From an optimization exercise on the open Yosys and OpenROAD flow, aimed at small area and a short achievable clock period; shortcuts taken in it are not production practice.
The clock port is modelled as an ideal driver, which makes a skipped or thinned clock tree look cheaper than it is; a real chip needs a root buffer or a tree.
Power figures rest on the tool's default switching activity, not on a simulated workload.

==> module module_64_8, before the edit <==
module module_64_8
#(parameter width = 64, parameter depth = 8)
(
    input   clk,
    input   reset_n,
    input   strobe_in,
    input   [width-1:0] input_data,
    input   req_data,
    output  ready,
    output  data_end,
    output  strobe_out,
    output  [7:0] data_out,
    output  [$clog2(depth)-1:0] write_counter
);
localparam aw = $clog2(depth);
reg [width-1:0] mem [depth-1:0];
reg [depth-1:0] rd_ptr;
reg [depth-1:0] rd_sel;
reg [depth-1:0] wr_en;
reg [aw:0] count;
reg        empty;
reg        count_is7;
wire full = count[aw];
wire write = strobe_in && !full;
wire remove;
wire load;
wire [depth-1:0] wr_ptr   = full ? rd_ptr : wr_en;
wire [depth-1:0] wr_ptr_w = {wr_ptr[depth-2:0], wr_ptr[depth-1]};
wire [aw:0] count_w  = remove ? count : count + 1'b1;
wire [aw:0] count_nw = remove ? count - 1'b1 : count;
wire        full_nw  = (count_nw == depth);
wire        empty_nw = (count_nw == 0);
wire        count_is6 = (count == depth - 2);
wire        is7_w    = remove ? count_is7 : count_is6;
wire        is7_nw   = remove ? full : count_is7;
assign write_counter = count[aw-1:0];
assign ready = empty;
always @(posedge clk)
begin
    if (!reset_n)
    begin
        count <= 0;
        empty <= 1'b1;
        count_is7 <= 1'b0;
        wr_en <= 1;
    end
    else if (write)
    begin
        count <= count_w;
        empty <= 1'b0;
        count_is7 <= is7_w;
        wr_en <= (count_is7 && !remove) ? {depth{1'b0}} : wr_ptr_w;
    end
    else
    begin
        count <= count_nw;
        empty <= empty_nw;
        count_is7 <= is7_nw;
        wr_en <= full_nw ? {depth{1'b0}} : wr_ptr;
    end
end
always @(posedge clk)
begin
    if (!reset_n)
    begin
        rd_ptr <= 1;
        rd_sel <= 0;
    end
    else
    begin
        if (load)
            rd_ptr <= {rd_ptr[depth-2:0], rd_ptr[depth-1]};
        rd_sel <= remove ? rd_ptr : {depth{1'b0}};
    end
end
integer i;
always @(posedge clk)
begin
    for (i = 0; i < depth; i = i + 1)
        if (wr_en[i])
            mem[i] <= input_data;
end
reg [width-1:0] rd_data;
always @*
begin
    rd_data = 0;
    for (i = 0; i < depth; i = i + 1)
        rd_data = rd_data | ({width{rd_sel[i]}} & mem[i]);
end
FSM_out FSM_out_1
(
    .clk        (clk),
    .reset_n    (reset_n),
    .req        (req_data),
    .fifo_empty (empty),
    .fifo_data  (rd_data),
    .remove     (remove),
    .load       (load),
    .strobe_out (strobe_out),
    .data_end   (data_end),
    .data_out   (data_out)
);
endmodule
export LEC_CHECK = 0
export CAP_MARGIN = 20
export CORE_MARGIN = 2
export CORE_UTILIZATION = 60
export SETUP_SLACK_MARGIN = 3.4
export SLEW_MARGIN = 20
create_clock -name core_clock -period 5.0 [get_ports {clk}]
standard.sh (not shown) runs the stock make flow with config.mk's settings and CLKGATE_MAP_FILE= SYNTH_SCRIPT=/design/flow/synth_recipe.tcl, a recipe that flattens the netlist after the stock synthesis.
==> flow/flow/run.sh <==
#!/bin/bash
# The standard ORFS layout, with the port buffers made of buf_1 cells (instead of the
# delay cells buffer_ports picks by default), timing repair free to change a cell's
# footprint, a clock tree of about 20 flip-flops per leaf buffer, and the top of the
# clock tree reshaped after CTS (flow/clock_top.tcl).
set -euo pipefail
W=$(pwd)
bash standard.sh MATCH_CELL_FOOTPRINT=0 \
  "BUFFER_PORTS_ARGS=-buffer_cell sky130_fd_sc_hd__buf_1" \
  "CTS_ARGS=-sink_clustering_enable -repair_clock_nets -buf_list {sky130_fd_sc_hd__clkbuf_16} -sink_clustering_size 20 -sink_clustering_max_diameter 60 -dont_use_dummy_load" \
  "POST_CTS_TCL=$W/flow/clock_top.tcl" \
  finish > standard_flow.log 2>&1
Other scripts of this flow, unchanged in this note and not shown: flow/flow/clock_top.tcl
Change:
--- a/flow/design.v
+++ b/flow/design.v
@@ -86,46 +86,47 @@
 reg [depth-1:0] rd_ptr;
 reg [depth-1:0] rd_sel;
 reg [depth-1:0] wr_en;
-reg [aw:0] count;
-reg        empty;
-reg        count_is7;
-wire full = count[aw];
+reg [depth:0]  level;
+reg [aw-1:0]   count_q;
+wire full  = level[depth];
+wire empty = level[0];
 wire write = strobe_in && !full;
 wire remove;
 wire load;
-wire [depth-1:0] wr_ptr   = full ? rd_ptr : wr_en;
-wire [depth-1:0] wr_ptr_w = {wr_ptr[depth-2:0], wr_ptr[depth-1]};
-wire [aw:0] count_w  = remove ? count : count + 1'b1;
-wire [aw:0] count_nw = remove ? count - 1'b1 : count;
-wire        full_nw  = (count_nw == depth);
-wire        empty_nw = (count_nw == 0);
-wire        count_is6 = (count == depth - 2);
-wire        is7_w    = remove ? count_is7 : count_is6;
-wire        is7_nw   = remove ? full : count_is7;
-assign write_counter = count[aw-1:0];
+function [aw-1:0] level_count;
+    input [depth:0] l;
+    integer k;
+    begin
+        level_count = 0;
+        for (k = 0; k <= depth; k = k + 1)
+            level_count = level_count | ({aw{l[k]}} & k[aw-1:0]);
+    end
+endfunction
+wire [depth:0] level_w  = remove ? level : {level[depth-1:0], 1'b0};
+wire [depth:0] level_nw = remove ? {1'b0, level[depth:1]} : level;
+wire [depth-1:0] wr_en_w  = (level[depth-1] && !remove) ? {depth{1'b0}} : {wr_en[depth-2:0], wr_en[depth-1]};
+wire [depth-1:0] wr_en_nw = wr_en | ({depth{full && remove}} & rd_ptr);
+assign write_counter = count_q;
 assign ready = empty;
 always @(posedge clk)
 begin
     if (!reset_n)
     begin
-        count <= 0;
-        empty <= 1'b1;
-        count_is7 <= 1'b0;
-        wr_en <= 1;
+        level   <= 1;
+        count_q <= 0;
+        wr_en   <= 1;
     end
     else if (write)
     begin
-        count <= count_w;
-        empty <= 1'b0;
-        count_is7 <= is7_w;
-        wr_en <= (count_is7 && !remove) ? {depth{1'b0}} : wr_ptr_w;
+        level   <= level_w;
+        count_q <= level_count(level_w);
+        wr_en   <= wr_en_w;
     end
     else
     begin
-        count <= count_nw;
-        empty <= empty_nw;
-        count_is7 <= is7_nw;
-        wr_en <= full_nw ? {depth{1'b0}} : wr_ptr;
+        level   <= level_nw;
+        count_q <= level_count(level_nw);
+        wr_en   <= wr_en_nw;
     end
 end
 always @(posedge clk)
Effect:
- The changed run passed the timing, design-rule and antenna checks
- sequential power climbs by about 3%
- wire length climbs by 2.8%
- clock power stays flat
- total power climbs by about 3%
- die area climbs by about 1.3%
- fmax climbs by 1.3%
- worst hold slack gets better by 0.015 ns
- cell area climbs by 0.91%
- first-iteration DRC count climbs by about 2.6%
- worst setup slack gets better by 0.023 ns
- global-route usage climbs by 0.60 points
- cell count climbs by about 2.8%
- core utilization drops by 0.86 points
- via count climbs by about 2.3%
Function was not checked in any run of this note: the RTL went through the layout flow alone. No run of this note takes its clock network from TritonCTS; it comes from the design's own scripts or RTL.

* * *

== build 42 ==
The RTL this note starts from:
==> flow/design.v <==
module FSM_out
(
    input             clk,
    input             reset_n,
    input             req,
    input             fifo_empty,
    input      [63:0] fifo_data,    
    output reg        remove,       
    output reg        load,         
    output reg        strobe_out,
    output reg        data_end,
    output reg  [7:0] data_out
);
reg [3:0] state;
reg       shift;
reg       hold;
reg [55:0] buf_q;
wire idle = (state == 4'd0);
wire start = idle && req && !fifo_empty;
always @(posedge clk)
begin
    if (!reset_n)
    begin
        state  <= 4'd0;
        remove <= 1'b0;
        load   <= 1'b0;
        shift  <= 1'b0;
        hold   <= 1'b1;
    end
    else
    begin
        if (idle)
            state <= start ? 4'd1 : 4'd0;
        else if (state == 4'd10)
            state <= 4'd0;
        else
            state <= state + 4'd1;
        remove <= start;
        load   <= (state == 4'd1);
        shift  <= (state >= 4'd2) && (state <= 4'd8);
        hold   <= !((state >= 4'd1) && (state <= 4'd8));
    end
end
always @(posedge clk)
    buf_q <= fifo_data[63:8] | ({56{shift}} & {8'd0, buf_q[55:8]});
wire [7:0] data_next = fifo_data[7:0] | ({8{shift}} & buf_q[7:0]) | ({8{hold}} & data_out);
always @(posedge clk)
begin
    if (!reset_n)
    begin
        strobe_out <= 1'b0;
        data_end   <= 1'b0;
        data_out   <= 8'd0;
    end
    else
    begin
        data_out <= data_next;
        if (load)
            strobe_out <= 1'b1;
        if (state == 4'd9)
            data_end <= 1'b1;
        else if (state == 4'd10)
        begin
            strobe_out <= 1'b0;
            data_end   <= 1'b0;
        end
    end
end
endmodule
module module_64_8
#(parameter width = 64, parameter depth = 8)
(
    input   clk,
    input   reset_n,
    input   strobe_in,
    input   [width-1:0] input_data,
    input   req_data,
    output  ready,
    output  data_end,
    output  strobe_out,
    output  [7:0] data_out,
    output  [$clog2(depth)-1:0] write_counter
);
localparam aw = $clog2(depth);
reg [width-1:0] mem [depth-1:0];
reg [depth-1:0] rd_ptr;
reg [depth-1:0] rd_sel;
reg [depth-1:0] wr_en;
reg [aw:0] count;
reg        empty;
reg        count_is1;
reg        count_is7;
wire full = count[aw];
wire write = strobe_in && !full;
wire remove;
wire load;
wire count_is6 = (count == depth - 2);
wire count_is2 = (count == 2);
reg [aw:0] count_inc;
reg [aw:0] count_dec;
reg        carry;
reg        borrow;
integer k;
always @*
begin
    carry  = 1'b1;
    borrow = 1'b1;
    for (k = 0; k <= aw; k = k + 1)
    begin
        count_inc[k] = count[k] ^ carry;
        count_dec[k] = count[k] ^ borrow;
        carry  = carry & count[k];
        borrow = borrow & ~count[k];
    end
end
wire [aw:0] count_w  = remove ? count : count_inc;
wire [aw:0] count_nw = remove ? count_dec : count;
wire        empty_nw = remove ? count_is1 : empty;
wire        is1_w    = remove ? count_is1 : empty;
wire        is1_nw   = remove ? count_is2 : count_is1;
wire        is7_w    = remove ? count_is7 : count_is6;
wire        is7_nw   = remove ? full : count_is7;
wire [depth-1:0] wr_en_w  = (count_is7 && !remove) ? {depth{1'b0}} : {wr_en[depth-2:0], wr_en[depth-1]};
wire [depth-1:0] wr_en_nw = wr_en | ({depth{full && remove}} & rd_ptr);
assign write_counter = count[aw-1:0];
assign ready = empty;
always @(posedge clk)
begin
    if (!reset_n)
    begin
        count     <= 0;
        empty     <= 1'b1;
        count_is1 <= 1'b0;
        count_is7 <= 1'b0;
        wr_en     <= 1;
    end
    else if (write)
    begin
        count     <= count_w;
        empty     <= 1'b0;
        count_is1 <= is1_w;
        count_is7 <= is7_w;
        wr_en     <= wr_en_w;
    end
    else
    begin
        count     <= count_nw;
        empty     <= empty_nw;
        count_is1 <= is1_nw;
        count_is7 <= is7_nw;
        wr_en     <= wr_en_nw;
    end
end
always @(posedge clk)
begin
    if (!reset_n)
    begin
        rd_ptr <= 1;
        rd_sel <= 0;
    end
    else
    begin
        if (load)
            rd_ptr <= {rd_ptr[depth-2:0], rd_ptr[depth-1]};
        rd_sel <= remove ? rd_ptr : {depth{1'b0}};
    end
end
integer i;
always @(posedge clk)
begin
    for (i = 0; i < depth; i = i + 1)
        if (wr_en[i])
            mem[i] <= input_data;
end
reg [width-1:0] rd_data;
always @*
begin
    rd_data = 0;
    for (i = 0; i < depth; i = i + 1)
        rd_data = rd_data | ({width{rd_sel[i]}} & mem[i]);
end
FSM_out FSM_out_1
(
    .clk        (clk),
    .reset_n    (reset_n),
    .req        (req_data),
    .fifo_empty (empty),
    .fifo_data  (rd_data),
    .remove     (remove),
    .load       (load),
    .strobe_out (strobe_out),
    .data_end   (data_end),
    .data_out   (data_out)
);
endmodule
export LEC_CHECK = 0
export CAP_MARGIN = 20
export CORE_MARGIN = 2
export CORE_UTILIZATION = 60
export SETUP_SLACK_MARGIN = 3.4
export SLEW_MARGIN = 20
create_clock -name core_clock -period 5.0 [get_ports {clk}]
Scripts as last shown in full above: flow/flow/run.sh
Other scripts of this flow, unchanged in this note and not shown: flow/flow/clock_top.tcl
The inputs of trial 18 differ from those of build 42 as listed below.
diff --git a/flow/design.v b/flow/design.v
--- a/flow/design.v
+++ b/flow/design.v
@@ -87,69 +87,46 @@
 reg [depth-1:0] rd_sel;
 reg [depth-1:0] wr_en;
 reg [aw:0] count;
 reg        empty;
-reg        count_is1;
 reg        count_is7;
 wire full = count[aw];
 wire write = strobe_in && !full;
 wire remove;
 wire load;
-wire count_is6 = (count == depth - 2);
-wire count_is2 = (count == 2);
-reg [aw:0] count_inc;
-reg [aw:0] count_dec;
-reg        carry;
-reg        borrow;
-integer k;
-always @*
-begin
-    carry  = 1'b1;
-    borrow = 1'b1;
-    for (k = 0; k <= aw; k = k + 1)
-    begin
-        count_inc[k] = count[k] ^ carry;
-        count_dec[k] = count[k] ^ borrow;
-        carry  = carry & count[k];
-        borrow = borrow & ~count[k];
-    end
-end
-wire [aw:0] count_w  = remove ? count : count_inc;
-wire [aw:0] count_nw = remove ? count_dec : count;
-wire        empty_nw = remove ? count_is1 : empty;
-wire        is1_w    = remove ? count_is1 : empty;
-wire        is1_nw   = remove ? count_is2 : count_is1;
+wire [depth-1:0] wr_ptr   = full ? rd_ptr : wr_en;
+wire [depth-1:0] wr_ptr_w = {wr_ptr[depth-2:0], wr_ptr[depth-1]};
+wire [aw:0] count_w  = remove ? count : count + 1'b1;
+wire [aw:0] count_nw = remove ? count - 1'b1 : count;
+wire        full_nw  = (count_nw == depth);
+wire        empty_nw = (count_nw == 0);
+wire        count_is6 = (count == depth - 2);
 wire        is7_w    = remove ? count_is7 : count_is6;
 wire        is7_nw   = remove ? full : count_is7;
-wire [depth-1:0] wr_en_w  = (count_is7 && !remove) ? {depth{1'b0}} : {wr_en[depth-2:0], wr_en[depth-1]};
-wire [depth-1:0] wr_en_nw = wr_en | ({depth{full && remove}} & rd_ptr);
 assign write_counter = count[aw-1:0];
 assign ready = empty;
 always @(posedge clk)
 begin
     if (!reset_n)
     begin
-        count     <= 0;
-        empty     <= 1'b1;
-        count_is1 <= 1'b0;
+        count <= 0;
+        empty <= 1'b1;
         count_is7 <= 1'b0;
-        wr_en     <= 1;
+        wr_en <= 1;
     end
     else if (write)
     begin
-        count     <= count_w;
-        empty     <= 1'b0;
-        count_is1 <= is1_w;
+        count <= count_w;
+        empty <= 1'b0;
         count_is7 <= is7_w;
-        wr_en     <= wr_en_w;
+        wr_en <= (count_is7 && !remove) ? {depth{1'b0}} : wr_ptr_w;
     end
     else
     begin
-        count     <= count_nw;
-        empty     <= empty_nw;
-        count_is1 <= is1_nw;
+        count <= count_nw;
+        empty <= empty_nw;
         count_is7 <= is7_nw;
-        wr_en     <= wr_en_nw;
+        wr_en <= wr_en | ({depth{full && remove}} & rd_ptr);
     end
 end
 always @(posedge clk)
 begin
## What came out
Re tap cell instance count: no difference whatsoever between build 42 and trial 18.
The maximum clock frequency of trial 18 is lower than that of build 42.
Trial 18 ends up with higher average instance area after synthesis than build 42 does.
On total area of sequential cells, trial 18 tracks build 42 almost exactly.
Trial 18 against build 42: number of multi-input combinational cells saw little to no change, switching component of the power saw a decrease, sequential cell count saw little to no change.
From build 42 to trial 18 the numbers moved as follows: worst setup slack shows a reduction of 95 ps, total power shows a reduction of 170 uW, cell area after layout shows no meaningful change.
On trial 18: transition time of the tightest slew-check pin is 120 ps higher than what build 42 gave.
Build 42 → trial 18: growth of design area from synthesis to finish level, final standard cell utilization of the core stayed essentially flat, number of fillers in the final layout shrank by 1.7%.
No functional check of the RTL was part of any run of this note. In every run of this note, the design's own scripts or RTL, not TritonCTS, make the clock network.

[separate check: timing with driven ports]
No port has a modelled driver above. Below, the same layouts with a new extraction and two added sets of constraints. Step 1: set_driving_cell puts a clkbuf_16 on clk and a buf_2 on each other input, an assumption about the parent block. Step 2 moves the port delays by t, midway between the first and last clock arrival at a register: inputs arrive t later, outputs are due t later. That takes back most of the time a late clock gives input paths. a / b / c = ideal ports / drivers / drivers and shift; a / b = the first two.
run	t, ns	slack for setup (ns)	worst hold slack (ns)	cell pins on the clock port's net
the first run of note 1	0.461	3.135 / 2.925 / 2.892	0.448 / 0.449 / 0.449	4
the second run of note 1	0.470	3.158 / 3.028 / 2.885	0.463 / 0.463 / 0.463	4
build 42	0.450	3.153 / 3.039 / 2.886	0.453 / 0.454 / 0.454	4
trial 18	0.485	3.058 / 3.019 / 2.762	0.457 / 0.457 / 0.457	4
After both steps setup and hold are still met in every run listed. For trial 18, which loses most, drivers alone change the setup slack by -0.039 ns; drivers and shift together by -0.296 ns.
